From an optimization exercise on the open Yosys and OpenROAD flow, aimed at small area; shortcuts taken in it are not production practice.
Only simulation tests tie the RTL to the original design; equivalence was not proved.
No activity file was given, so power comes from the tool's default toggle rates.

[flow/run.sh]
#!/bin/bash
# synth_recipe.tcl (not shown) runs the flow's synth.tcl, then flattens the netlist and writes it again
# the make line also repeats each setting of config.mk as NAME=value (left out here)
make -C /OpenROAD-flow-scripts/flow DESIGN_CONFIG=/design/flow/config.mk WORK_HOME=/design/flow/orfs CLKGATE_MAP_FILE= SYNTH_SCRIPT=/design/flow/synth_recipe.tcl finish
[flow/config.mk]
export PLATFORM = sky130hd
export DESIGN_NAME = sd_encr_device
export DESIGN_NICKNAME = sd_encr_device
export VERILOG_FILES = /design/flow/design.v
export SDC_FILE = /design/flow/constraint.sdc
export NUM_CORES = 4
export LEC_CHECK = 0
export CAP_MARGIN = 20
export CORE_MARGIN = 2
export CORE_UTILIZATION = 45
export PLACE_DENSITY_LB_ADDON = 0.2
export SLEW_MARGIN = 20
[flow/constraint.sdc]
create_clock -name core_clock -period 10.0 [get_ports {clk}]
set_input_delay 2.0000 -clock core_clock [delete_from_list [all_inputs] [get_ports {clk}]]
set_output_delay 2.0000 -clock core_clock [all_outputs]
set_load 0.01 [all_outputs]
[flow/design.v]
module spi_transactor (
    input  wire       clk,
    input  wire       rst,
    input  wire       load,
    input  wire [7:0] load_data,
    output reg  [7:0] rx_byte,      
    output reg        done,
    output wire       active,       
    output reg        spi_clk,
    output wire       spi_mosi,
    input  wire       spi_miso
);
    reg       start;
    reg       busy;
    reg [2:0] div;
    reg       rise, fall;
    reg [3:0] bit_cnt;
    reg [7:0] tx_shift;
    reg [7:0] rx_shift;
    assign active   = start | busy | done;
    assign spi_mosi = ~busy | tx_shift[7];
    wire last = busy & fall & (bit_cnt == 4'd8);
    always @(posedge clk or posedge rst) begin
        if (rst) begin
            start   <= 1'b0;
            busy    <= 1'b0;
            done    <= 1'b0;
            spi_clk <= 1'b0;
        end else begin
            start <= load;
            done  <= last;
            if (!busy)
                spi_clk <= 1'b0;
            else if (div == 3'd4)
                spi_clk <= ~spi_clk;
            if (start && !busy)
                busy <= 1'b1;
            else if (last)
                busy <= 1'b0;
        end
    end
    always @(posedge clk) begin
        rise <= 1'b0;
        fall <= 1'b0;
        if (!busy)
            div <= 3'd0;
        else if (div == 3'd4) begin
            div  <= 3'd0;
            rise <= ~spi_clk;
            fall <= spi_clk;
        end else
            div <= div + 1'd1;
        if (start && !busy)
            bit_cnt <= 4'd0;
        else if (busy && rise) begin
            bit_cnt  <= bit_cnt + 1'd1;
            rx_shift <= {rx_shift[6:0], spi_miso};
        end
        if (load)
            tx_shift <= load_data;
        else if (busy && fall)
            tx_shift <= {tx_shift[6:0], 1'b0};
        if (done)
            rx_byte <= rx_shift;
    end
endmodule
module SD_Controller (
    input  wire         clk,
    input  wire         rst,
    input  wire         start,
    input  wire [511:0] key,
    output wire         done,
    output wire         spi_clk,
    output wire         spi_cs_n,
    output wire         spi_mosi,
    input  wire         spi_miso
);
localparam P_SETUP = 2'd0, P_SEND = 2'd1, P_WAIT = 2'd2, P_MISC = 2'd3;
localparam C_CMD0 = 4'd0, C_CMD8 = 4'd1, C_CMD59 = 4'd2, C_CMD55 = 4'd3,
           C_ACMD41 = 4'd4, C_CMD58 = 4'd5, C_CMD16 = 4'd6, C_READ = 4'd7,
           C_WRITE = 4'd8;
localparam M_IDLE = 4'd0, M_POWERUP = 4'd1, M_RTOKEN = 4'd2, M_RDATA = 4'd3,
           M_WWAIT = 4'd4, M_WTOKEN = 4'd5, M_WDATA = 4'd6, M_WRESP = 4'd7,
           M_WBUSY = 4'd8, M_ERROR = 4'd9;
reg  [3:0]  idx;
reg  [1:0]  ph;
reg         cs_n;
reg  [5:0]  cnt;        
reg  [10:0] tcnt;       
reg  [10:0] retry;
reg  [3:0]  rr;         
reg  [17:0] addr;       
wire       active;
wire       tx_done;
wire [7:0] rx_byte;
reg        load;
reg  [7:0] load_data;
assign spi_cs_n = cs_n;
assign done     = (ph == P_SETUP) && (idx == C_WRITE);
spi_transactor u_spi (
    .clk       (clk),
    .rst       (rst),
    .load      (load),
    .load_data (load_data),
    .rx_byte   (rx_byte),
    .done      (tx_done),
    .active    (active),
    .spi_clk   (spi_clk),
    .spi_mosi  (spi_mosi),
    .spi_miso  (spi_miso)
);
wire       in_misc = (ph == P_MISC);
wire       shift   = in_misc && ((idx == M_RDATA && tx_done) || (idx == M_WDATA && !active));
wire       xen     = in_misc && (idx == M_WWAIT) && (cnt == 6'd5);
wire [7:0] blk_byte;
xorEncr u_buf (
    .clk      (clk),
    .shift    (shift),
    .xen      (xen),
    .in_byte  (rx_byte),
    .key      (key),
    .out_byte (blk_byte)
);
reg [7:0] cmd_byte;
wire rw_cmd = (idx == C_READ) || (idx == C_WRITE);
always @(*) begin
    cmd_byte = 8'h00;
    case (cnt[2:0])
        3'd0: case (idx)
                C_CMD0:   cmd_byte = 8'h40;
                C_CMD8:   cmd_byte = 8'h48;
                C_CMD59:  cmd_byte = 8'h7B;
                C_CMD55:  cmd_byte = 8'h77;
                C_ACMD41: cmd_byte = 8'h69;
                C_CMD58:  cmd_byte = 8'h7A;
                C_CMD16:  cmd_byte = 8'h50;
                C_READ:   cmd_byte = 8'h51;
                default:  cmd_byte = 8'h58;
              endcase
        3'd1: cmd_byte = rw_cmd ? addr[17:10] : 8'h00;
        3'd2: cmd_byte = rw_cmd ? addr[9:2] : 8'h00;
        3'd3: cmd_byte = rw_cmd ? {addr[1:0], 6'd0} : (idx == C_CMD8) ? 8'h01 : 8'h00;
        3'd4: cmd_byte = (idx == C_CMD8) ? 8'hAA : (idx == C_CMD16) ? 8'h40 : 8'h00;
        default: case (idx)
                C_CMD0:   cmd_byte = 8'h95;
                C_CMD8:   cmd_byte = 8'h87;
                C_CMD59:  cmd_byte = 8'h01;
                C_CMD55:  cmd_byte = 8'h65;
                C_ACMD41: cmd_byte = 8'h01;
                C_CMD58:  cmd_byte = 8'hFF;
                C_CMD16:  cmd_byte = 8'hFF;
                default:  cmd_byte = 8'h01;
              endcase
    endcase
end
wire rx_ff  = (rx_byte == 8'hFF);
wire exp01  = (idx == C_CMD0) || (idx == C_CMD8) || (idx == C_CMD55);
wire rx_ok  = (rx_byte == {7'd0, exp01});
wire multi  = (idx == C_CMD8) || (idx == C_CMD58);
always @(*) begin
    load      = 1'b0;
    load_data = 8'hFF;
    if (!active) begin
        case (ph)
            P_SEND: begin load = 1'b1; load_data = cmd_byte; end
            P_WAIT: load = 1'b1;
            P_SETUP: ;
            default: case (idx)
                M_POWERUP: load = (tcnt < 11'd80);
                M_RTOKEN, M_RDATA, M_WRESP, M_WBUSY: load = 1'b1;
                M_WTOKEN: begin load = 1'b1; load_data = 8'hFE; end
                M_WDATA:  begin load = 1'b1; load_data = blk_byte; end
                default: ;
            endcase
        endcase
    end
end
always @(posedge clk or posedge rst) begin
    if (rst) begin
        ph    <= P_MISC;
        idx   <= M_IDLE;
        cs_n  <= 1'b1;
        retry <= 11'd0;
        addr  <= 18'd0;
    end else begin
        case (ph)
            P_SETUP: begin
                cs_n <= 1'b0;
                ph   <= P_SEND;
                if (idx == C_ACMD41) begin
                    retry <= retry + 1'd1;
                    if (retry > 11'd2000) begin ph <= P_MISC; idx <= M_ERROR; end
                end
            end
            P_SEND: begin
                if (tx_done && cnt == 6'd6) ph <= P_WAIT;
            end
            P_WAIT: begin
                if (tx_done) begin
                    if (!rx_ff && rx_ok && !(multi && cnt != 6'd4)) begin
                        if (idx == C_READ) begin
                            ph <= P_MISC; idx <= M_RTOKEN;
                        end else if (idx == C_WRITE) begin
                            ph <= P_MISC; idx <= M_WTOKEN;
                        end else begin
                            ph <= P_SETUP; idx <= idx + 1'd1;
                        end
                    end
                    if (rr >= 4'd10) begin
                        retry <= retry + 1'd1;
                        if (retry > 11'd2000) begin ph <= P_MISC; idx <= M_ERROR; end
                        else begin ph <= P_SETUP; idx <= C_CMD0; end
                    end
                end
            end
            default: case (idx)
                M_IDLE: begin
                    cs_n <= 1'b1;
                    idx  <= M_POWERUP;
                end
                M_POWERUP: begin
                    if (tcnt >= 11'd80) begin ph <= P_SETUP; idx <= C_CMD0; end
                end
                M_RTOKEN: begin
                    if (tx_done) begin
                        if (rx_byte == 8'hFE) idx <= M_RDATA;
                        else if (tcnt > 11'd1024) idx <= M_ERROR;
                    end
                end
                M_RDATA: begin
                    if (tx_done && cnt == 6'd63) idx <= M_WWAIT;
                end
                M_WWAIT: begin
                    if (cnt == 6'd9) begin ph <= P_SETUP; idx <= C_WRITE; end
                end
                M_WTOKEN: begin
                    if (tx_done) idx <= M_WDATA;
                end
                M_WDATA: begin
                    if (tx_done && cnt == 6'd63) idx <= M_WRESP;
                end
                M_WRESP: begin
                    if (tx_done && rx_byte[4:0] == 5'h05) idx <= M_WBUSY;
                end
                M_WBUSY: begin
                    if (tx_done && rx_ff) begin
                        addr <= addr + 1'd1;
                        cs_n <= 1'b1;
                        ph   <= P_SETUP;
                        idx  <= C_READ;
                    end
                end
                M_ERROR: begin
                    cs_n <= 1'b1;
                end
                default: ;
            endcase
        endcase
    end
end
always @(posedge clk) begin
    case (ph)
        P_SETUP: begin
            cnt <= 6'd0;
            if (idx == C_CMD0 || idx == C_CMD8) begin
                rr   <= 4'd0;
                tcnt <= 11'd0;
            end
        end
        P_SEND: begin
            if (!active) cnt <= cnt + 1'd1;
            else if (tx_done && cnt == 6'd6) cnt <= 6'd0;
        end
        P_WAIT: begin
            if (!active) tcnt <= tcnt + 1'd1;
            else if (tx_done) begin
                if (!rx_ff) begin
                    tcnt <= 11'd0;
                    if (rx_ok) begin
                        if (multi && cnt != 6'd4) cnt <= cnt + 1'd1;
                    end else
                        rr <= rr + 1'd1;
                end else if (tcnt > 11'd1000)
                    rr <= rr + 1'd1;
            end
        end
        default: case (idx)
            M_IDLE: tcnt <= 11'd0;
            M_POWERUP: if (tx_done) tcnt <= tcnt + 1'd1;
            M_RTOKEN: begin
                if (tx_done) begin
                    if (rx_byte == 8'hFE) begin cnt <= 6'd0; tcnt <= 11'd0; end
                    else tcnt <= tcnt + 1'd1;
                end
            end
            M_RDATA: if (tx_done && cnt != 6'd63) cnt <= cnt + 1'd1;
            M_WWAIT: begin
                if (cnt == 6'd63) cnt <= 6'd0;
                else if (cnt != 6'd0 || start) cnt <= cnt + 1'd1;
            end
            M_WDATA: if (tx_done && cnt != 6'd63) cnt <= cnt + 1'd1;
            default: ;
        endcase
    endcase
end
endmodule
module regfile_1024bit (
    input  wire         clk,        
    input  wire         rw,         
    input  wire         sel,        
    input  wire [511:0] data_in,    
    output reg  [511:0] data_out    
);
    reg [511:0] lo;
    reg [511:0] hi;
    always @(posedge clk) begin
        if (rw) begin
            if (sel) hi <= data_in;
            else     lo <= data_in;
        end else begin
            data_out <= sel ? hi : lo;
        end
    end
endmodule
module xorEncr (
    input  wire         clk,
    input  wire         shift,      
    input  wire         xen,        
    input  wire [7:0]   in_byte,
    input  wire [511:0] key,
    output wire [7:0]   out_byte
);
    reg [511:0] d;
    always @(posedge clk) begin
        if (shift)
            d <= {d[503:0], in_byte};
        else if (xen)
            d <= d ^ key;
    end
    assign out_byte = d[511:504];
endmodule
module sd_encr_device (
    input wire clk,                     
    input wire rst,                     
    input wire start,                   
    input wire rw_flag,                 
    output wire done,                   
    output wire sd_clk,
    output wire sd_cs_n,
    output wire sd_mosi,
    input  wire sd_miso,
    input wire key_rw,                  
    input wire key_sel,                 
    input wire [511:0] key_data_in,     
    output wire [511:0] key_data_out    
);
    regfile_1024bit u_regfile (
        .clk      (clk),
        .rw       (key_rw),
        .sel      (key_sel),
        .data_in  (key_data_in),
        .data_out (key_data_out)
    );
    SD_Controller u_sd_controller (
        .clk      (clk),
        .rst      (rst),
        .start    (start),
        .key      (key_data_out),
        .done     (done),
        .spi_clk  (sd_clk),
        .spi_cs_n (sd_cs_n),
        .spi_mosi (sd_mosi),
        .spi_miso (sd_miso)
    );
endmodule
==> impl_metrics.prom, run 1 <==
# TYPE chip_impl_metric gauge
chip_impl_metric{name="grt_pass1_wl",unit="µm"} 314000
chip_impl_metric{name="sequential_fraction_of_the_synthesis_area",unit=""} 0.775
chip_impl_metric{name="number_of_flops_mapped_to_enable_cells_by_yosys",unit=""} 2093
chip_impl_metric{name="area.growth.synth_to_final",unit="%"} 24.4
chip_impl_metric{name="number_of_antenna_violations_at_the_first_check_in_global_routing",unit=""} 90
chip_impl_metric{name="placedCellCount",unit=""} 8116
chip_impl_metric{name="power_density",unit="mW/mm²"} 194
chip_impl_metric{name="first_global_vias",unit=""} 45600
chip_impl_metric{name="maxCapViolations",unit=""} 0
chip_impl_info{name="category_of_the_worst_setup_path_capture_point",value="output pin"} 1
chip_impl_metric{name="fin_worst_setup_slack",unit="ps"} 4830
chip_impl_info{name="globalRoute.busiestLayer",value="met2"} 1
chip_impl_metric{name="synth_adder_area_share",unit=""} 0.00394
chip_impl_metric{name="worstPathBufferInverterCount",unit=""} 2
chip_impl_metric{name="die_w",unit="µm"} 432
chip_impl_metric{name="instances_no_fill",unit=""} 8546
chip_impl_metric{name="worst_setup_hold_path_clk_slew",unit="ps"} 60
chip_impl_metric{name="critical_path_required",unit="ps"} 8000
chip_impl_metric{name="post_route_ant_nets",unit=""} 0
chip_impl_metric{name="grt_util_met2",unit=""} 0.397
chip_impl_metric{name="tns",unit="ps"} 0
chip_impl_metric{name="postSynthAreaPerCell",unit="µm²"} 17.0
chip_impl_metric{name="synth_simple_gate_area_share",unit=""} 0.0371
chip_impl_metric{name="p_leak",unit="nW"} 34.2
chip_impl_metric{name="later_pin_clock_latency_in_the_skew_report",unit="ps"} 860
chip_impl_metric{name="hold_violations",unit=""} 0
chip_impl_metric{name="postCtsSetupRepairBufs",unit=""} 0
chip_impl_metric{name="routed_wire_length_per_instance",unit="µm"} 26.2
chip_impl_metric{name="num_rows",unit=""} 157
chip_impl_metric{name="post_drt_via_cell_ratio",unit=""} 5.27
chip_impl_info{name="slowest_stage",value="clkdlybuf4s50_1"} 1
chip_impl_info{name="rsz0062_at_grt",value="false"} 1
chip_impl_metric{name="synth.yosys.warnings",unit=""} 4
chip_impl_metric{name="io_buffer_count",unit=""} 1033
chip_impl_metric{name="async_reset_ff_frac",unit=""} 0.0187
chip_impl_metric{name="cpPeakStageDelay",unit="ps"} 610
chip_impl_metric{name="drive_gt1_frac",unit=""} 0.144
chip_impl_info{name="cts_tree",value="built"} 1
chip_impl_metric{name="grt.total_usage",unit=""} 0.234
chip_impl_metric{name="cts_inserted_buffers",unit=""} 218
chip_impl_info{name="worstPathCellList",value="inv_1, ha_1, and3b_1, and2_1, clkdlybuf4s50_1"} 1
chip_impl_metric{name="fp.dieArea",unit="mm²"} 0.187
chip_impl_metric{name="globalRouteMet3Util",unit=""} 0.0613
chip_impl_metric{name="global_route.overflow_total",unit=""} 0
chip_impl_metric{name="vias",unit=""} 45000
chip_impl_info{name="outcome",value="timing/DRC/antenna clean"} 1
chip_impl_info{name="critical_path_class",value="reg -> out"} 1
chip_impl_metric{name="number_of_buffers_added_to_fix_hold_violations_after_cts",unit=""} 0
chip_impl_metric{name="place_congestion",unit=""} 0.858
chip_impl_info{name="combinational_family_with_the_most_area_after_synthesis",value="multiplexers"} 1
chip_impl_metric{name="clock_path_buffers",unit=""} 3
chip_impl_info{name="worstSetupStartpointType",value="flip-flop"} 1
chip_impl_metric{name="netSwitchingPower",unit="W"} 0.00425
chip_impl_info{name="layout_common_cells",value="edfxtp_1 (2093), clkdlybuf4s50_1 (1032), nor2_1 (573)"} 1
chip_impl_metric{name="postSynthRegisterBits",unit=""} 2142
chip_impl_metric{name="layout.filler_cells",unit=""} 14400
chip_impl_metric{name="fin_crit",unit="ps"} 5170
chip_impl_metric{name="detail_route.first_pass.iterations",unit=""} 7
chip_impl_metric{name="cts-resized-gates",unit=""} 0
chip_impl_metric{name="power_report.internal_total",unit="W"} 0.0157
chip_impl_metric{name="dp.final_hpwl",unit="µm"} 153000
chip_impl_metric{name="detail_route.iter0.violations",unit=""} 3674
chip_impl_metric{name="timing_worst_slew_pin_value",unit="ps"} 1110
chip_impl_metric{name="post_synthesis_compound_gate_area_fraction",unit=""} 0.0424
chip_impl_metric{name="power_frac_clock",unit=""} 0.402
chip_impl_metric{name="critPathMaxFanout",unit=""} 13
chip_impl_metric{name="clock.fmax",unit="GHz"} 0.194
chip_impl_metric{name="power.ir.vdd_worst",unit="mV"} 0.176
chip_impl_metric{name="slew_headroom",unit=""} 0.263
chip_impl_metric{name="coreArea",unit="mm²"} 0.183
chip_impl_metric{name="final-setup-viol-count",unit=""} 0
chip_impl_metric{name="combPwrFrac",unit=""} 0.067
chip_impl_metric{name="switching_share",unit=""} 0.213
chip_impl_metric{name="totalWireLength",unit="µm"} 224000
chip_impl_metric{name="synth_xor_area_frac",unit=""} 0.0589
chip_impl_metric{name="ios",unit=""} 1035
chip_impl_metric{name="grt_util_met1",unit=""} 0.278
chip_impl_metric{name="layout.nets",unit=""} 6496
chip_impl_metric{name="synthesis.instances",unit=""} 4852
chip_impl_metric{name="preCtsSetupSlack",unit="ps"} 4410
chip_impl_info{name="synth_ff_type",value="edfxtp_1"} 1
chip_impl_metric{name="drc_errors",unit=""} 0
chip_impl_info{name="cpLargestDelayFamily",value="buffers and inverters"} 1
chip_impl_metric{name="synth_area",unit="mm²"} 0.0826
chip_impl_info{name="mostFrequentLayoutCell",value="edfxtp_1"} 1
chip_impl_info{name="hold_class",value="reg -> reg"} 1
chip_impl_metric{name="start_util",unit=""} 0.452
chip_impl_metric{name="post_synth_num_cell_types",unit=""} 81
chip_impl_metric{name="share_seq_of_total_power",unit=""} 0.531
chip_impl_metric{name="worst_ep_arrival_time",unit="ps"} 3170
chip_impl_metric{name="final_min_period_over_clock_period",unit=""} 0.517
chip_impl_metric{name="pin_count_of_the_biggest_net_entering_global_routing",unit=""} 209
chip_impl_metric{name="finClkSkew",unit="ps"} 25.9
chip_impl_metric{name="syn_nets",unit=""} 5397
chip_impl_metric{name="clock_tree.htree_level_count",unit=""} 4
chip_impl_metric{name="die_y",unit="µm"} 432
chip_impl_metric{name="cts.sinks",unit=""} 2142
chip_impl_metric{name="multiplexer_area_fraction_after_synthesis",unit=""} 0.0714
chip_impl_metric{name="maxSlewViolCount",unit=""} 0
chip_impl_info{name="clockRootBuffer",value="clkbuf_16"} 1
-- state kept, by name (all words and copies together) (netlist names), 4 cells and up --
signal and flops:
u_regfile.data_out 512, u_regfile.hi 512, u_regfile.lo 512, u_sd_controller.u_buf.d 512
u_sd_controller.addr 18, u_sd_controller.retry 11, u_sd_controller.tcnt 11, u_sd_controller.u_spi.rx_byte 8
u_sd_controller.u_spi.rx_shift 8, u_sd_controller.u_spi.tx_shift 8, u_sd_controller.cnt 6, u_sd_controller.idx 4
u_sd_controller.rr 4, u_sd_controller.u_spi.bit_cnt 4
-- metal layers --
metal  part of all wire  vias to the layer above  wire length, µm
li1                   -                    20400                -
met2               0.51                     1306           113000
met4              0.047                       44            10400
met3              0.065                      462            14600
met5             0.0013                        -              296
met1               0.38                    22800            85400
-- synthesized netlist by cell type, types with 20 or more instances --
library cell,number,share of area
edfxtp_1,2093,0.76
nor2_1,574,0.026
o21ai_0,20,0.0012
clkbuf_1,147,0.0067
inv_1,31,0.0014
a21oi_1,535,0.032
mux2_2,513,0.070
nand3_1,21,0.0013
nand2_1,50,0.0023
xnor2_1,541,0.057
ha_1,26,0.0039
buf_2,28,0.0017
dfrtp_1,37,0.011
-- cells by family after synthesis --
logic type | Yosys count
mux | 524
xor+xnor | 556
compound gates | 643
simple gates | 732
buf+inv | 229
fa+ha+maj | 26
flops | 2142
-- path summary, 6_finish.rpt --
path	start	end	slack, ps	cells past startpoint
hold / removal	u_sd_controller.u_spi.rx_shift[7]	u_sd_controller.u_spi.rx_byte[7]	440	0
hold reg to reg	u_sd_controller.u_spi.rx_shift[7]	u_sd_controller.u_spi.rx_byte[7]	440	0
setup / recovery	u_sd_controller.idx[1]	done	4830	5
max in group asynchronous	rst	u_sd_controller.addr[13]	7940	3
setup reg to reg	u_sd_controller.u_spi.done	u_sd_controller.u_buf.d[336]	5060	8
min in group asynchronous	rst	u_sd_controller.retry[8]	1640	3
-- per-stage QoR --
stage	utilization	total power, W	hold WS [ps]	cell area, µm²
2_1_floorplan	-	0.0114	400	82600
4_1_cts	0.562	0.0202	429	103000
5_1_grt	0.563	0.0206	454	103000
6_report	0.563	0.0200	443	103000
3_5_place_dp	0.524	0.0122	427	95700
3_3_place_gp	0.524	0.0121	407	95700
-- layout make-up --
cell class | count | area, µm² | area share
inverter | 32 | 124 | 0.00120
clock inverter | 121 | 1270 | 0.0124
tap | 2385 | 2980 | 0.0290
antenna | 38 | 95.1 | 0.000925
clock buffer | 271 | 5710 | 0.0555
timing repair buffer | 1076 | 10900 | 0.106
sequential | 2142 | 64000 | 0.623
multi-input combinational | 2481 | 17700 | 0.172
-- power groups by stage --
| stage | logic, W | clock network [W] | registers [W] |
|---|---|---|---|
| 2_1_floorplan | 0.000499 | 0 | 0.0109 |
| 3_3_place_gp | 0.00133 | 0 | 0.0108 |
| 3_5_place_dp | 0.00135 | 0 | 0.0108 |
| 4_1_cts | 0.00136 | 0.00821 | 0.0106 |
| 5_1_grt | 0.00143 | 0.00853 | 0.0106 |
| 6_report | 0.00134 | 0.00804 | 0.0106 |
==> run 2, diff against run 1 <==
--- a/flow/design.v
+++ b/flow/design.v
@@ -332,10 +332,6 @@
 );
     reg [511:0] d;
-    always @(posedge clk) begin
-        if (shift)
-            d <= {d[503:0], in_byte};
-        else if (xen)
-            d <= d ^ key;
-    end
+    always @(posedge clk)
+        d <= shift ? {d[503:0], in_byte} : (d ^ (key & {512{xen}}));
     assign out_byte = d[511:504];
 endmodule
==> run 2 against run 1 <==
Effect of this change: final cell count increased by 5.6%; global-route usage increased by 0.21 points; routed wire length decreased by 2.0%; highest routed layer unchanged; worst hold slack got worse by 22 ps; clock skew increased by 15 ps; still clean.
==> impl_metrics.prom, run 2 <==
# TYPE chip_impl_metric gauge
chip_impl_metric{name="worst_setup_hold_path_clk_slew",unit="ps"} 60
chip_impl_metric{name="post_synthesis_compound_gate_area_fraction",unit=""} 0.0432
chip_impl_metric{name="final_design_area_no_fill",unit="mm²"} 0.0993
chip_impl_metric{name="synth_adder_area_share",unit=""} 0.00409
chip_impl_info{name="synth_top_cells_by_area",value="edfxtp_1 (60%), dfxtp_1 (13%), mux2_2 (7.3%), xor2_1 (5.8%), a21oi_1 (3.4%)"} 1
chip_impl_metric{name="ios",unit=""} 1035
chip_impl_metric{name="clock.fmax",unit="GHz"} 0.188
chip_impl_metric{name="worst_ep_arrival_time",unit="ps"} 3310
chip_impl_metric{name="start_util",unit=""} 0.452
chip_impl_metric{name="p_leak",unit="nW"} 36.0
chip_impl_info{name="mostFrequentLayoutCell",value="edfxtp_1"} 1
chip_impl_metric{name="final-setup-viol-count",unit=""} 0
chip_impl_info{name="hold_class",value="reg -> reg"} 1
chip_impl_metric{name="r2r.worst_path.cells",unit=""} 8
chip_impl_metric{name="power.ir.vdd_worst",unit="mV"} 0.165
chip_impl_metric{name="area.growth.synth_to_final",unit="%"} 24.9
chip_impl_metric{name="multiInputGateArea",unit="mm²"} 0.0195
chip_impl_info{name="timing.hold.worst.start",value="u_sd_controller.u_spi.rx_shift[7]"} 1
chip_impl_info{name="category_of_the_worst_setup_path_capture_point",value="output pin"} 1
chip_impl_metric{name="maxSlewViolCount",unit=""} 0
chip_impl_metric{name="number_of_antenna_violations_at_the_first_check_in_global_routing",unit=""} 77
chip_impl_metric{name="number_of_buffers_added_to_fix_hold_violations_after_cts",unit=""} 0
chip_impl_metric{name="sequential_fraction_of_the_synthesis_area",unit=""} 0.741
chip_impl_metric{name="dp.final_hpwl",unit="µm"} 149000
chip_impl_metric{name="hold_violations",unit=""} 0
chip_impl_info{name="critical_path_class",value="reg -> out"} 1
chip_impl_metric{name="tns",unit="ps"} 0
chip_impl_metric{name="clock_path_buffers",unit=""} 3
chip_impl_info{name="post_synth_most_frequent_cells",value="edfxtp_1 (1581), nand2_1 (567), nor2_1 (565), a21oi_1 (534), xor2_1 (528)"} 1
chip_impl_metric{name="drc_errors",unit=""} 0
chip_impl_metric{name="regToRegSetupSlack",unit="ps"} 5530
chip_impl_metric{name="io_buffer_count",unit=""} 1033
chip_impl_info{name="worstSetupStartpointType",value="flip-flop"} 1
chip_impl_metric{name="hold_depth",unit=""} 0
chip_impl_info{name="post-synth-top-count-cell",value="edfxtp_1"} 1
chip_impl_metric{name="timing_worst_slew_pin_value",unit="ps"} 1240
chip_impl_metric{name="synthesis.instances",unit=""} 5412
chip_impl_info{name="cts_tree",value="built"} 1
chip_impl_metric{name="num_rows",unit=""} 154
chip_impl_metric{name="fin_crit",unit="ps"} 5310
chip_impl_metric{name="preCtsSetupSlack",unit="ps"} 4260
chip_impl_metric{name="multiplexer_area_fraction_after_synthesis",unit=""} 0.0737
chip_impl_info{name="layout_common_cells",value="edfxtp_1 (1581), clkdlybuf4s50_1 (1032), nand2_1 (566)"} 1
chip_impl_metric{name="fin_worst_setup_slack",unit="ps"} 4690
chip_impl_metric{name="placed_cell_area",unit="mm²"} 0.0923
chip_impl_metric{name="synth_xor_area_frac",unit=""} 0.0614
chip_impl_info{name="outcome",value="timing/DRC/antenna clean"} 1
chip_impl_metric{name="postSynthRegisterBits",unit=""} 2142
chip_impl_metric{name="vias",unit=""} 46300
chip_impl_metric{name="critPathMaxFanout",unit=""} 13
chip_impl_metric{name="critical_path_required",unit="ps"} 8000
chip_impl_metric{name="coreArea",unit="mm²"} 0.176
chip_impl_metric{name="post_route_ant_nets",unit=""} 0
chip_impl_info{name="combinational_family_with_the_most_area_after_synthesis",value="multiplexers"} 1
chip_impl_metric{name="die_w",unit="µm"} 424
chip_impl_info{name="cp-endpoint",value="done"} 1
chip_impl_metric{name="pin_count_of_the_biggest_net_entering_global_routing",unit=""} 205
chip_impl_metric{name="die_y",unit="µm"} 424
chip_impl_metric{name="totalWireLength",unit="µm"} 219000
chip_impl_metric{name="postCtsSetupRepairBufs",unit=""} 0
chip_impl_info{name="worst_r2r_endpoint",value="u_sd_controller.u_buf.d[114]"} 1
chip_impl_metric{name="finClkSkew",unit="ps"} 40.7
chip_impl_info{name="synth.largest_area_cell",value="edfxtp_1"} 1
chip_impl_info{name="timing.critical_path.from",value="u_sd_controller.idx[1]"} 1
chip_impl_metric{name="synth_top_area_share",unit=""} 0.597
chip_impl_metric{name="cts.sinks",unit=""} 2142
chip_impl_metric{name="layout.filler_cells",unit=""} 14200
chip_impl_metric{name="drive_gt1_frac",unit=""} 0.133
chip_impl_metric{name="postSynthAreaPerCell",unit="µm²"} 14.7
chip_impl_info{name="synth_ff_type",value="edfxtp_1"} 1
chip_impl_metric{name="detail_route.iter0.violations",unit=""} 3353
chip_impl_metric{name="synth.yosys.warnings",unit=""} 4
chip_impl_metric{name="holdWs",unit="ps"} 420
chip_impl_metric{name="first_global_vias",unit=""} 45800
chip_impl_metric{name="post_drt_via_cell_ratio",unit=""} 5.13
chip_impl_metric{name="detail_route.first_pass.iterations",unit=""} 5
chip_impl_metric{name="sequential_cell_area",unit="mm²"} 0.0589
chip_impl_metric{name="global_route.overflow_total",unit=""} 0
chip_impl_metric{name="synth_simple_gate_area_share",unit=""} 0.0625
chip_impl_metric{name="fp.dieArea",unit="mm²"} 0.180
chip_impl_metric{name="async_reset_ff_frac",unit=""} 0.0187
chip_impl_metric{name="clock_tree.htree_level_count",unit=""} 4
chip_impl_metric{name="maxCapViolations",unit=""} 0
chip_impl_info{name="clockRootBuffer",value="clkbuf_16"} 1
chip_impl_info{name="rsz0062_at_grt",value="false"} 1
chip_impl_metric{name="syn_nets",unit=""} 5957
chip_impl_metric{name="cts_inserted_buffers",unit=""} 214
chip_impl_metric{name="power_density",unit="mW/mm²"} 194
chip_impl_metric{name="place_congestion",unit=""} 0.854
chip_impl_info{name="worstReg2RegStart",value="u_sd_controller.idx[3]"} 1
chip_impl_metric{name="final_min_period_over_clock_period",unit=""} 0.531
chip_impl_metric{name="grt_pass1_wl",unit="µm"} 310000
chip_impl_metric{name="post_synth_num_cell_types",unit=""} 68
chip_impl_metric{name="number_of_flops_mapped_to_enable_cells_by_yosys",unit=""} 1581
chip_impl_metric{name="routed_wire_length_per_instance",unit="µm"} 24.3
chip_impl_metric{name="slew_headroom",unit=""} 0.176
chip_impl_metric{name="grt.total_usage",unit=""} 0.236
chip_impl_metric{name="cts-resized-gates",unit=""} 0
chip_impl_metric{name="synth_area",unit="mm²"} 0.0795
chip_impl_metric{name="later_pin_clock_latency_in_the_skew_report",unit="ps"} 870
chip_impl_metric{name="layout.nets",unit=""} 6999
## run 2: cell count changes after synthesis, sizes merged, moves of 5 or more
cell / before / now
nand2: 50 / 567
xor2: 15 / 528
dfxtp: 9 / 521
edfxtp: 2093 / 1581
xnor2: 541 / 29
clkbuf: 147 / 186
buf: 50 / 65
nor2: 575 / 565
nand3: 21 / 29
nor3: 13 / 20
inv: 32 / 27
## run 2: where the power goes
group	internal [W]	total [W]	switching, W
combinational	0.000596	0.00112	0.000524
clock	0.00440	0.00786	0.00346
sequential	0.0101	0.0103	0.000186
total	0.0151	0.0192	0.00417
## run 2: logic make-up after synthesis
group | Yosys count
buf+inv | 279
fa+ha+maj | 26
compound gates | 640
xor+xnor | 557
simple gates | 1248
flops | 2142
mux | 520
## run 2: per-layer routing
metal | track usage | wire [µm]
met1 | 0.283 | 85300
met4 | 0.109 | 9370
met2 | 0.407 | 112000
met5 | 0 | 181
met3 | 0.0509 | 12400
## run 2: final cells by class
class,count,area share
Timing Repair Buffer,1077,0.109
Inverter,28,0.00110
Tap cell,2340,0.0295
Clock inverter,110,0.0100
Antenna cell,36,0.000907
Clock buffer,298,0.0596
Sequential cell,2142,0.593
Multi-Input combinational cell,2991,0.196
## run 2: critical path, stage by stage (launching register included)
cell,delay [ps]
dfrtp_1,490
inv_1,130
ha_1,530
nand3b_1,460
nor2_1,270
clkdlybuf4s50_1,570
## run 2: how the worst min path moves through the flow
stage	endpoint	slack, ps
4_1_cts	u_sd_controller.u_spi.rx_byte[7]	420
2_1_floorplan	u_sd_controller.u_spi.rx_byte[7]	400
6_report	u_sd_controller.u_spi.rx_byte[7]	420
5_1_grt	u_sd_controller.u_spi.rx_byte[7]	440
3_3_place_gp	u_sd_controller.u_spi.rx_byte[7]	410
3_5_place_dp	u_sd_controller.u_spi.rx_byte[7]	410
## run 2: metrics by stage
step | util | cells | total power [W]
2_1_floorplan | - | 5412 | 0.0109
3_3_place_gp | 0.525 | 8578 | 0.0115
3_5_place_dp | 0.525 | 8578 | 0.0116
4_1_cts | 0.564 | 8986 | 0.0194
5_1_grt | 0.564 | 9016 | 0.0198
6_report | 0.565 | 9022 | 0.0192
==> run 3, diff against run 2 <==
==> flow/flow/run.sh (new file) <==
#!/bin/bash
# The standard layout (standard.sh: standard synthesis, floorplan, place,
# CTS, route, finish) with one change: the buffer on every input and output
# port is sky130_fd_sc_hd__buf_1 instead of the cell buffer_ports picks itself.
set -euo pipefail
cd "$(dirname "${BASH_SOURCE[0]}")/.."
bash standard.sh "BUFFER_PORTS_ARGS=-buffer_cell sky130_fd_sc_hd__buf_1" finish > standard_finish.log 2>&1
==> flow/standard.sh (new file) <==
#!/bin/bash
# synth_recipe.tcl (not shown) runs the flow's synth.tcl, then flattens the netlist and writes it again
# the make line also repeats each setting of config.mk as NAME=value (left out here)
make -C /OpenROAD-flow-scripts/flow DESIGN_CONFIG=/design/flow/config.mk WORK_HOME=/design/flow/orfs CLKGATE_MAP_FILE= SYNTH_SCRIPT=/design/flow/synth_recipe.tcl "${@:-finish}"
--- a/flow/config.mk
+++ b/flow/config.mk
@@ -9,4 +9,5 @@
 export CORE_MARGIN = 2
 export CORE_UTILIZATION = 45
+export CTS_BUF_LIST = sky130_fd_sc_hd__clkbuf_4 sky130_fd_sc_hd__clkbuf_8
 export PLACE_DENSITY_LB_ADDON = 0.2
 export SLEW_MARGIN = 20
removed: flow/run.sh
==> run 3 against run 2 <==
Effect of this change: global-route usage is 0.21 points lower; final area is 6.2% lower; routed wire length is 0.53% lower; largest cell class unchanged; sequential share of layout area is 3.9 points higher; sequential power hardly changed; synthesized cell count stayed put; fmax is 5.7% higher; worst hold slack worse by 4.7 ps; still clean on timing, DRC and antenna; die area stayed put; clock power is 1% lower.
==> impl_metrics.prom, run 3 <==
# TYPE chip_impl_metric gauge
chip_impl_info{name="outcome",value="timing/DRC/antenna clean"} 1
chip_impl_info{name="layout_common_cells",value="edfxtp_1 (1581), buf_1 (1032), nand2_1 (566)"} 1
chip_impl_metric{name="hold_violations",unit=""} 0
chip_impl_metric{name="clock.fmax",unit="GHz"} 0.199
chip_impl_metric{name="power_density",unit="mW/mm²"} 202
chip_impl_metric{name="holdWs",unit="ps"} 416
chip_impl_metric{name="totalWireLength",unit="µm"} 218000
chip_impl_info{name="hold_class",value="reg -> reg"} 1
chip_impl_metric{name="place_congestion",unit=""} 0.852
chip_impl_metric{name="post_route_ant_nets",unit=""} 0
chip_impl_metric{name="area.growth.synth_to_final",unit="%"} 17.2
chip_impl_metric{name="power.ir.vdd_worst",unit="mV"} 0.201
chip_impl_metric{name="maxCapViolations",unit=""} 0
chip_impl_info{name="synth_top_cells_by_area",value="edfxtp_1 (60%), dfxtp_1 (13%), mux2_2 (7.3%), xor2_1 (5.8%), a21oi_1 (3.4%)"} 1
chip_impl_metric{name="postSynthRegisterBits",unit=""} 2142
chip_impl_metric{name="sequential_cell_area",unit="mm²"} 0.0589
chip_impl_metric{name="p_leak",unit="nW"} 33.7
chip_impl_info{name="synth_ff_type",value="edfxtp_1"} 1
chip_impl_metric{name="post_drt_via_cell_ratio",unit=""} 5.09
chip_impl_metric{name="grt_pass1_wl",unit="µm"} 309000
chip_impl_metric{name="synthesis.instances",unit=""} 5412
chip_impl_metric{name="vias",unit=""} 47200
chip_impl_metric{name="final-setup-viol-count",unit=""} 0
chip_impl_metric{name="sequential_fraction_of_the_synthesis_area",unit=""} 0.741
chip_impl_metric{name="drive_gt1_frac",unit=""} 0.171
chip_impl_metric{name="globalRouteMet3Util",unit=""} 0.0590
chip_impl_metric{name="finClkSkew",unit="ps"} 106
chip_impl_info{name="rsz0062_at_grt",value="false"} 1
chip_impl_metric{name="syn_nets",unit=""} 5957
chip_impl_info{name="clockRootBuffer",value="clkbuf_8"} 1
chip_impl_metric{name="maxSlewViolCount",unit=""} 0
chip_impl_metric{name="coreArea",unit="mm²"} 0.176
chip_impl_info{name="post_synth_most_frequent_cells",value="edfxtp_1 (1581), nand2_1 (567), nor2_1 (565), a21oi_1 (534), xor2_1 (528)"} 1
chip_impl_metric{name="number_of_flops_mapped_to_enable_cells_by_yosys",unit=""} 1581
chip_impl_metric{name="placed_cell_area",unit="mm²"} 0.0859
chip_impl_metric{name="die_y",unit="µm"} 424
chip_impl_metric{name="global_route.overflow_total",unit=""} 0
chip_impl_info{name="synth.largest_area_cell",value="edfxtp_1"} 1
chip_impl_metric{name="fp.dieArea",unit="mm²"} 0.180
chip_impl_metric{name="start_util",unit=""} 0.452
chip_impl_metric{name="post_synth_num_cell_types",unit=""} 68
chip_impl_metric{name="r2r.worst_path.cells",unit=""} 8
chip_impl_metric{name="number_of_buffers_added_to_fix_hold_violations_after_cts",unit=""} 0
chip_impl_metric{name="later_pin_clock_latency_in_the_skew_report",unit="ps"} 1110
chip_impl_info{name="worstSetupStartpointType",value="flip-flop"} 1
chip_impl_metric{name="layout.nets",unit=""} 7153
chip_impl_metric{name="async_reset_ff_frac",unit=""} 0.0187
chip_impl_metric{name="detail_route.iter0.violations",unit=""} 3309
chip_impl_metric{name="first_global_vias",unit=""} 47400
chip_impl_metric{name="routed_wire_length_per_instance",unit="µm"} 23.5
chip_impl_metric{name="postCtsSetupRepairBufs",unit=""} 0
chip_impl_metric{name="final_design_area_no_fill",unit="mm²"} 0.0932
chip_impl_metric{name="number_of_antenna_violations_at_the_first_check_in_global_routing",unit=""} 78
chip_impl_metric{name="fin_crit",unit="ps"} 5030
chip_impl_metric{name="die_w",unit="µm"} 424
chip_impl_metric{name="tns",unit="ps"} 0
chip_impl_metric{name="grt_util_met1",unit=""} 0.274
chip_impl_info{name="post-synth-top-count-cell",value="edfxtp_1"} 1
chip_impl_metric{name="critical_path_required",unit="ps"} 8000
chip_impl_metric{name="cts.sinks",unit=""} 2142
chip_impl_metric{name="critPathMaxFanout",unit=""} 13
chip_impl_metric{name="hold_depth",unit=""} 0
chip_impl_metric{name="num_rows",unit=""} 154
chip_impl_metric{name="cts-resized-gates",unit=""} 0
chip_impl_metric{name="grt.total_usage",unit=""} 0.234
chip_impl_metric{name="clock_path_buffers",unit=""} 4
chip_impl_metric{name="postSynthAreaPerCell",unit="µm²"} 14.7
chip_impl_metric{name="worst_setup_hold_path_clk_slew",unit="ps"} 60
chip_impl_metric{name="synth_area",unit="mm²"} 0.0795
chip_impl_metric{name="drc_errors",unit=""} 0
chip_impl_metric{name="pin_count_of_the_biggest_net_entering_global_routing",unit=""} 180
chip_impl_info{name="cts_tree",value="built"} 1
chip_impl_metric{name="clock_tree.htree_level_count",unit=""} 5
chip_impl_metric{name="detail_route.first_pass.iterations",unit=""} 5
chip_impl_metric{name="multiInputGateArea",unit="mm²"} 0.0195
chip_impl_metric{name="dp.final_hpwl",unit="µm"} 147000
chip_impl_metric{name="synth_top_area_share",unit=""} 0.597
chip_impl_metric{name="final_min_period_over_clock_period",unit=""} 0.503
chip_impl_metric{name="synth.yosys.warnings",unit=""} 4
chip_impl_metric{name="grt_util_met2",unit=""} 0.396
chip_impl_metric{name="cts_inserted_buffers",unit=""} 364
chip_impl_metric{name="timing_worst_slew_pin_value",unit="ps"} 1060
chip_impl_metric{name="worst_ep_arrival_time",unit="ps"} 3030
chip_impl_info{name="globalRoute.busiestLayer",value="met2"} 1
chip_impl_metric{name="slew_headroom",unit=""} 0.295
chip_impl_metric{name="io_buffer_count",unit=""} 1033
chip_impl_info{name="mostFrequentLayoutCell",value="edfxtp_1"} 1
chip_impl_metric{name="layout.filler_cells",unit=""} 15200
chip_impl_metric{name="ios",unit=""} 1035
chip_impl_info{name="critical_path_class",value="reg -> out"} 1
chip_impl_info{name="category_of_the_worst_setup_path_capture_point",value="output pin"} 1
==> run 3: final cells by class <==
cell class / instances / area share
clock inverter: 94 / 0.00481
tap: 2340 / 0.0314
clock buffer: 559 / 0.0724
inverter: 28 / 0.00117
sequential: 2142 / 0.632
antenna: 46 / 0.00124
timing repair buffer: 1081 / 0.0475
multi-input combinational: 2991 / 0.209
==> run 3: stage by stage <==
stage	power [W]	std cells	worst slack, ps	utilization
finish	0.0188	9281	4970	0.530
floorplan	0.0109	5412	-33770	-
global route	0.0194	9277	4720	0.530
CTS	0.0190	9235	4910	0.529
detailed placement	0.0112	8582	4060	0.488
global placement	0.0112	8582	4080	0.488
==> run 3: worst paths after layout <==
path / from / to / slack (ps)
worst max-delay path: u_sd_controller.idx[1] / done / 4970
worst min-delay path: u_sd_controller.u_spi.rx_shift[7] / u_sd_controller.u_spi.rx_byte[7] / 420
worst max register to register: u_sd_controller.u_spi.done / u_sd_controller.u_buf.d[262] / 5970
worst min register to register: u_sd_controller.u_spi.rx_shift[7] / u_sd_controller.u_spi.rx_byte[7] / 420
max in group asynchronous: rst / u_sd_controller.ph[1] / 8550
min in group asynchronous: rst / u_sd_controller.addr[1] / 1090
==> run 3: per-layer routing <==
| layer | vias up | share of wire | wire length (µm) |
|---|---|---|---|
| li1 | 21800 | - | - |
| met1 | 23500 | 0.38 | 83800 |
| met2 | 1400 | 0.50 | 110000 |
| met3 | 474 | 0.062 | 13400 |
| met4 | 24 | 0.049 | 10700 |
| met5 | - | 0.00079 | 172 |
==> run 3: logic make-up (layout without fill, tap and decap cells) <==
family	count (synthesis)	count (layout)	synth area share
AO/OA/AOI/OAI	640	640	0.0432
flip-flops	2142	2142	0.741
XOR/XNOR	557	557	0.0614
other	0	46	0
adder cells (fa/ha/maj)	26	26	0.00409
buffers and inverters	279	1762	0.0140
AND/OR/NAND/NOR	1248	1248	0.0625
multiplexers	520	520	0.0737
==> run 3: report_power, final <==
part | total (W) | switching, W | internal, W
Combinational | 0.000795 | 0.000514 | 0.000281
Sequential | 0.0103 | 0.000190 | 0.0101
Clock | 0.00775 | 0.00344 | 0.00430
Total | 0.0188 | 0.00415 | 0.0147
==> run 3: critical path, cell delays in order, from the launching register on <==
cell      delay, ps
dfrtp_1         480
inv_1           120
ha_1            530
nand3b_1        450
nor2_1          250
buf_1           180
==> run 4, diff against run 3 <==
--- a/flow/design.v
+++ b/flow/design.v
@@ -305,4 +305,16 @@
 end
 endmodule
+module rf_a2bb2oi (
+    input  wire a1_n, a2_n, b1, b2,
+    output wire y
+);
+    assign y = ~((~a1_n & ~a2_n) | (b1 & b2));
+endmodule
+module rf_a222oi (
+    input  wire a1, a2, b1, b2, c1, c2,
+    output wire y
+);
+    assign y = ~((a1 & a2) | (b1 & b2) | (c1 & c2));
+endmodule
 module regfile_1024bit (
     input  wire         clk,        
@@ -312,15 +324,39 @@
     output reg  [511:0] data_out    
 );
-    reg [511:0] lo;
-    reg [511:0] hi;
-    always @(posedge clk) begin
-        if (rw) begin
-            if (sel) hi <= data_in;
-            else     lo <= data_in;
-        end else begin
-            data_out <= sel ? hi : lo;
+    reg  [511:0] lo_n;
+    reg  [511:0] hi_n;
+    wire [511:0] lo_n_next, hi_n_next, out_next;
+    wire [511:0] out_n = ~data_out;
+    wire we_lo = rw & ~sel;         
+    wire we_hi = rw & sel;          
+    wire rd_lo = ~rw & ~sel;        
+    wire rd_hi = ~rw & sel;         
+    genvar i;
+    generate
+        for (i = 0; i < 512; i = i + 1) begin : g_bit
+            rf_a2bb2oi u_lo (.a1_n(we_lo), .a2_n(lo_n[i]), .b1(we_lo), .b2(data_in[i]), .y(lo_n_next[i]));
+            rf_a2bb2oi u_hi (.a1_n(we_hi), .a2_n(hi_n[i]), .b1(we_hi), .b2(data_in[i]), .y(hi_n_next[i]));
+            rf_a222oi  u_out (.a1(rw), .a2(out_n[i]), .b1(rd_hi), .b2(hi_n[i]), .c1(rd_lo), .c2(lo_n[i]),
+                              .y(out_next[i]));
         end
+    endgenerate
+    always @(posedge clk) begin
+        lo_n     <= lo_n_next;
+        hi_n     <= hi_n_next;
+        data_out <= out_next;
     end
 endmodule
+module xe_nand2 (input wire a, b, output wire y);
+    assign y = ~(a & b);
+endmodule
+module xe_nor2 (input wire a, b, output wire y);
+    assign y = ~(a | b);
+endmodule
+module xe_xnor2 (input wire a, b, output wire y);
+    assign y = ~(a ^ b);
+endmodule
+module xe_a21oi (input wire a1, a2, b1, output wire y);
+    assign y = ~((a1 & a2) | b1);
+endmodule
 module xorEncr (
     input  wire         clk,
@@ -331,8 +367,20 @@
     output wire [7:0]   out_byte
 );
-    reg [511:0] d;
+    reg  [511:0] s;
+    wire [511:0] s_next;
+    wire [511:0] below = {s[503:0], in_byte};
+    genvar i;
+    generate
+        for (i = 0; i < 512; i = i + 1) begin : g_bit
+            wire g_n, x, h;
+            xe_nand2 u_g (.a(xen), .b(key[i]), .y(g_n));         
+            xe_xnor2 u_x (.a(s[i]), .b(g_n), .y(x));             
+            xe_nor2  u_h (.a(shift), .b(x), .y(h));
+            xe_a21oi u_y (.a1(shift), .a2(below[i]), .b1(h), .y(s_next[i]));   
+        end
+    endgenerate
     always @(posedge clk)
-        d <= shift ? {d[503:0], in_byte} : (d ^ (key & {512{xen}}));
-    assign out_byte = d[511:504];
+        s <= s_next;
+    assign out_byte = s[511:504];
 endmodule
 module sd_encr_device (
==> flow/flow/run.sh (replaced) <==
#!/bin/bash
# The standard layout (standard.sh) with two changes:
#  - flow/downsize.tcl runs before floorplanning (PRE_FLOORPLAN_TCL): each
#    combinational cell of the synthesized netlist gets the smallest drive
#    strength of its type; repair_design/repair_timing size up what needs it.
#  - the buffer on every input and output port is sky130_fd_sc_hd__buf_1
#    instead of the cell buffer_ports picks itself.
# Synthesis is standard.sh's, unchanged. make's full output goes to
# standard_finish.log here; ORFS's per-step logs are under orfs/logs.
set -euo pipefail
cd "$(dirname "${BASH_SOURCE[0]}")/.."
bash standard.sh \
  "PRE_FLOORPLAN_TCL=$PWD/flow/downsize.tcl" \
  "BUFFER_PORTS_ARGS=-buffer_cell sky130_fd_sc_hd__buf_1" \
  finish > standard_finish.log 2>&1
==> flow/flow/downsize.tcl (new file) <==
# PRE_FLOORPLAN hook: give every combinational cell of the synthesized
# netlist the smallest-area drive strength of its own type (same function and
# pins). Registers, clock cells and anything else are left as they are.
# repair_design and repair_timing later size up whatever needs it.
set db [ord::get_db]
set block [ord::get_db_block]
set skip {^(df|edf|sdf|sedf|dl|sdl|clk|tap|fill|decap|conb|lpflow|probe|diode|ebuf|einv)}
set swapped 0
foreach inst [$block getInsts] {
  set m [$inst getMaster]
  set name [$m getName]
  if {![regexp {^sky130_fd_sc_hd__([a-z0-9]+)_([0-9]+)$} $name -> base size]} { continue }
  if {[regexp $skip $base]} { continue }
  set best $m
  set best_area [expr {[$m getWidth] * [$m getHeight]}]
  foreach s {0 1 2 4} {
    set c [$db findMaster sky130_fd_sc_hd__${base}_$s]
    if {$c == "NULL" || $c == ""} { continue }
    set a [expr {[$c getWidth] * [$c getHeight]}]
    if {$a < $best_area} { set best $c; set best_area $a }
  }
  if {$best != $m} {
    $inst swapMaster $best
    incr swapped
  }
}
puts "downsize.tcl: swapped $swapped instances to smaller drive strengths"
--- a/flow/config.mk
+++ b/flow/config.mk
@@ -12,2 +12,4 @@
 export PLACE_DENSITY_LB_ADDON = 0.2
 export SLEW_MARGIN = 20
+export SYNTH_HIERARCHICAL = 1
+export SYNTH_MINIMUM_KEEP_SIZE = 0
==> run 4 against run 3 <==
Effect of this change: sequential cell count did not move; via count up 23%; die area down 7.6%; non-clock buffer count rose by 12; register-to-register slack improved by 160 ps; power grew 6.6%; worst setup slack better by 320 ps; global-route usage increased by 2.7 points; still clean; first-iteration DRC count is 71% higher.
==> impl_metrics.prom, run 4 <==
# TYPE chip_impl_metric gauge
chip_impl_metric{name="grt.total_usage",unit=""} 0.261
chip_impl_metric{name="maxSlewViolCount",unit=""} 0
chip_impl_metric{name="number_of_buffers_added_to_fix_hold_violations_after_cts",unit=""} 0
chip_impl_info{name="cts_tree",value="built"} 1
chip_impl_metric{name="critical_path_required",unit="ps"} 8000
chip_impl_metric{name="number_of_antenna_violations_at_the_first_check_in_global_routing",unit=""} 82
chip_impl_info{name="timing.hold.worst.start",value="u_sd_controller.u_buf.s[153]"} 1
chip_impl_metric{name="worst_ep_arrival_time",unit="ps"} 2710
chip_impl_metric{name="critPathMaxFanout",unit=""} 15
chip_impl_metric{name="die_y",unit="µm"} 408
chip_impl_metric{name="finish.utilization",unit=""} 0.543
chip_impl_metric{name="synth.yosys.warnings",unit=""} 10
chip_impl_metric{name="io_buffer_count",unit=""} 1033
chip_impl_metric{name="maxCapViolations",unit=""} 0
chip_impl_metric{name="later_pin_clock_latency_in_the_skew_report",unit="ps"} 1060
chip_impl_info{name="worstSetupStartpointType",value="flip-flop"} 1
chip_impl_metric{name="fp.dieArea",unit="mm²"} 0.166
chip_impl_metric{name="final_min_period_over_clock_period",unit=""} 0.471
chip_impl_metric{name="dp.final_hpwl",unit="µm"} 150000
chip_impl_info{name="mostFrequentLayoutCell",value="dfxtp_1"} 1
chip_impl_metric{name="finClkSkew",unit="ps"} 95.6
chip_impl_metric{name="power.ir.vdd_worst",unit="mV"} 0.196
chip_impl_info{name="worstPathCellList",value="inv_1, ha_1, inv_1, nor2_1, buf_1"} 1
chip_impl_metric{name="worst_setup_hold_path_clk_slew",unit="ps"} 70
chip_impl_metric{name="syn_nets",unit=""} 7263
chip_impl_metric{name="place_congestion",unit=""} 0.860
chip_impl_metric{name="p_leak",unit="nW"} 35.3
chip_impl_metric{name="hold_depth",unit=""} 1
chip_impl_metric{name="synthesis.instances",unit=""} 6718
chip_impl_info{name="hold_class",value="reg -> reg"} 1
chip_impl_metric{name="num_rows",unit=""} 148
chip_impl_metric{name="post_route_ant_nets",unit=""} 0
chip_impl_metric{name="netSwitchingPower",unit="W"} 0.00510
chip_impl_metric{name="cpPeakStageDelay",unit="ps"} 560
chip_impl_metric{name="combPwrFrac",unit=""} 0.099
chip_impl_metric{name="power_density",unit="mW/mm²"} 227
chip_impl_info{name="clockRootBuffer",value="clkbuf_8"} 1
chip_impl_metric{name="switching_share",unit=""} 0.254
chip_impl_metric{name="vias",unit=""} 58000
chip_impl_metric{name="slew_headroom",unit=""} 0.223
chip_impl_metric{name="detail_route.first_pass.iterations",unit=""} 9
chip_impl_metric{name="final-setup-viol-count",unit=""} 0
chip_impl_metric{name="power_frac_clock",unit=""} 0.396
chip_impl_metric{name="hold_violations",unit=""} 0
chip_impl_info{name="rsz0062_at_grt",value="false"} 1
chip_impl_metric{name="fin_crit",unit="ps"} 4710
chip_impl_metric{name="pin_count_of_the_biggest_net_entering_global_routing",unit=""} 235
chip_impl_metric{name="cts_inserted_buffers",unit=""} 359
chip_impl_info{name="outcome",value="timing/DRC/antenna clean"} 1
chip_impl_metric{name="regToRegSetupSlack",unit="ps"} 6130
chip_impl_metric{name="first_global_vias",unit=""} 55600
chip_impl_metric{name="drive_gt1_frac",unit=""} 0.0833
chip_impl_metric{name="postCtsSetupRepairBufs",unit=""} 0
chip_impl_metric{name="layout.nets",unit=""} 8695
chip_impl_metric{name="ios",unit=""} 1035
chip_impl_metric{name="drc_errors",unit=""} 0
chip_impl_metric{name="totalWireLength",unit="µm"} 227000
chip_impl_metric{name="clock.fmax",unit="GHz"} 0.212
chip_impl_info{name="worstReg2RegStart",value="u_sd_controller.idx[2]"} 1
chip_impl_metric{name="r2r.worst_path.cells",unit=""} 8
chip_impl_metric{name="grt_pass1_wl",unit="µm"} 340000
chip_impl_info{name="critical_path_class",value="reg -> out"} 1
chip_impl_metric{name="detail_route.iter0.violations",unit=""} 5665
chip_impl_metric{name="share_seq_of_total_power",unit=""} 0.504
chip_impl_info{name="crit_top_cell",value="inv_1"} 1
chip_impl_metric{name="routed_wire_length_per_instance",unit="µm"} 21.4
chip_impl_metric{name="cts-resized-gates",unit=""} 0
chip_impl_metric{name="global_route.overflow_total",unit=""} 0
chip_impl_metric{name="preCtsSetupSlack",unit="ps"} 4430
chip_impl_info{name="slowest_stage",value="ha_1"} 1
chip_impl_metric{name="post_drt_via_cell_ratio",unit=""} 5.47
chip_impl_metric{name="die_w",unit="µm"} 408
chip_impl_info{name="layout_common_cells",value="dfxtp_1 (2057), buf_1 (1032), a2bb2oi_1 (1025)"} 1
chip_impl_metric{name="clock_path_buffers",unit=""} 4
chip_impl_metric{name="layout.filler_cells",unit=""} 14700
chip_impl_metric{name="timing_worst_slew_pin_value",unit="ps"} 1160
chip_impl_info{name="category_of_the_worst_setup_path_capture_point",value="output pin"} 1
chip_impl_metric{name="power.total",unit="W"} 0.0200
chip_impl_metric{name="coreArea",unit="mm²"} 0.162
chip_impl_info{name="hold-path-endpoint",value="u_sd_controller.u_buf.s[161]"} 1
chip_impl_metric{name="fin_worst_setup_slack",unit="ps"} 5290
chip_impl_metric{name="clock_tree.htree_level_count",unit=""} 5
chip_impl_metric{name="start_util",unit=""} 0.452
chip_impl_info{name="worst_r2r_endpoint",value="u_sd_controller.u_buf.s[117]"} 1
chip_impl_metric{name="cts.sinks",unit=""} 2142
chip_impl_metric{name="power_report.internal_total",unit="W"} 0.0149
run 4: cell types whose count changed in the layout (fill, tap and decap cells not counted), sizes merged, moves of 506 or more:
cell	before	now
a222oi	0	512
mux2	517	11
xnor2	29	536
edfxtp	1581	45
inv	30	546
xor2	528	18
a2bb2oi	3	1025
dfxtp	521	2057
run 4: worst max path at each step:
stage                                from  cells past startpoint                      end  slack (ps)
global route        u_sd_controller.ph[0]                      5                     done        5140
detailed placement                 key_rw                      5  u_regfile.data_out[273]        4430
global placement                   key_rw                      5   u_regfile.data_out[54]        4450
floorplan                          key_rw                      2        u_regfile.lo_n[0]       -3630
CTS                 u_sd_controller.ph[0]                      5                     done        5210
finish              u_sd_controller.ph[0]                      5                     done        5290
run 4: power by group through the flow:
| stage | registers, W | logic, W | clock network, W |
|---|---|---|---|
| floorplan | 0.0103 | 0.00132 | 0 |
| global placement | 0.0102 | 0.00194 | 0 |
| detailed placement | 0.0103 | 0.00199 | 0 |
| CTS | 0.0101 | 0.00200 | 0.00811 |
| global route | 0.0102 | 0.00215 | 0.00849 |
| finish | 0.0101 | 0.00199 | 0.00794 |
run 4: through the flow:
step	hold WS (ps)	instance area (µm²)	TNS, ps	instances
after global placement	411	80700	0	9963
final	382	88200	0	10600
after global routing	412	88200	0	10600
after CTS	390	88000	0	10600
after detailed placement	408	80700	0	9963
after floorplan	400	73500	-4410960	6718
run 4: area by class of cell:
cell class              instances  area [µm²]  share of cell area
multi-input cells            4010       27800               0.316
flip-flops and latches       2142       43500               0.494
well taps                    2175        2720              0.0309
clock inverters                42         355             0.00403
clock buffers                 569        7010              0.0795
diodes                         38        95.1             0.00108
inverters                     544        2040              0.0232
repair buffers               1093        4580              0.0519
run 4: worst max-delay path, delay by kind of cell (launching register included):
| kind | cells | cell delay, ps |
|---|---|---|
| adders and majority gates | 1 | 560 |
| buffers and inverters | 3 | 610 |
| DFF | 1 | 390 |
| and+or+nand+nor | 1 | 170 |
run 4: per-layer routing:
layer	GRT usage	part of all wire	up-vias
met3	0.0786	0.080	509
li1	-	-	28000
met2	0.411	0.46	2004
met5	0	0.0024	-
met4	0.129	0.046	84
met1	0.324	0.41	27400

## re-timing with driven ports
How much do the figures lean on ideal ports? The routed layouts below were timed once more, with nothing changed but the port constraints.
Step 1 sets driving cells, clkbuf_16 on the clock port and buf_2 on the other inputs (assumed; they add their load-dependent delay and slew).
Step 2 adds t to the input delays and takes it off the output delays; t is the mean of the earliest and latest rising clock arrival at the registers after step 1. Input paths then give back, and output paths get back, about the clock's delay inside the block.
Slacks: no drivers / after step 1 / after step 2; pairs: no drivers / after step 1.
run	t (ns)	setup slack, ns	latest minus earliest clock arrival (ns)	slew at the worst register clock pin (ns)	worst slew at a driven data input, ns
run 1	0.931	4.834 / 4.750 / 4.365	0.032 / 0.032	0.07 / 0.07	0.23
run 2	0.930	4.687 / 4.601 / 4.118	0.049 / 0.049	0.07 / 0.07	0.20
run 3	1.129	4.971 / 4.894 / 4.087	0.109 / 0.109	0.07 / 0.07	0.19
run 4	1.094	5.287 / 5.200 / 4.291	0.099 / 0.099	0.07 / 0.07	0.20
After both steps every run listed still meets setup and hold. For run 4, which loses most, drivers alone change the setup slack by -0.087 ns; drivers and shift together by -0.996 ns.
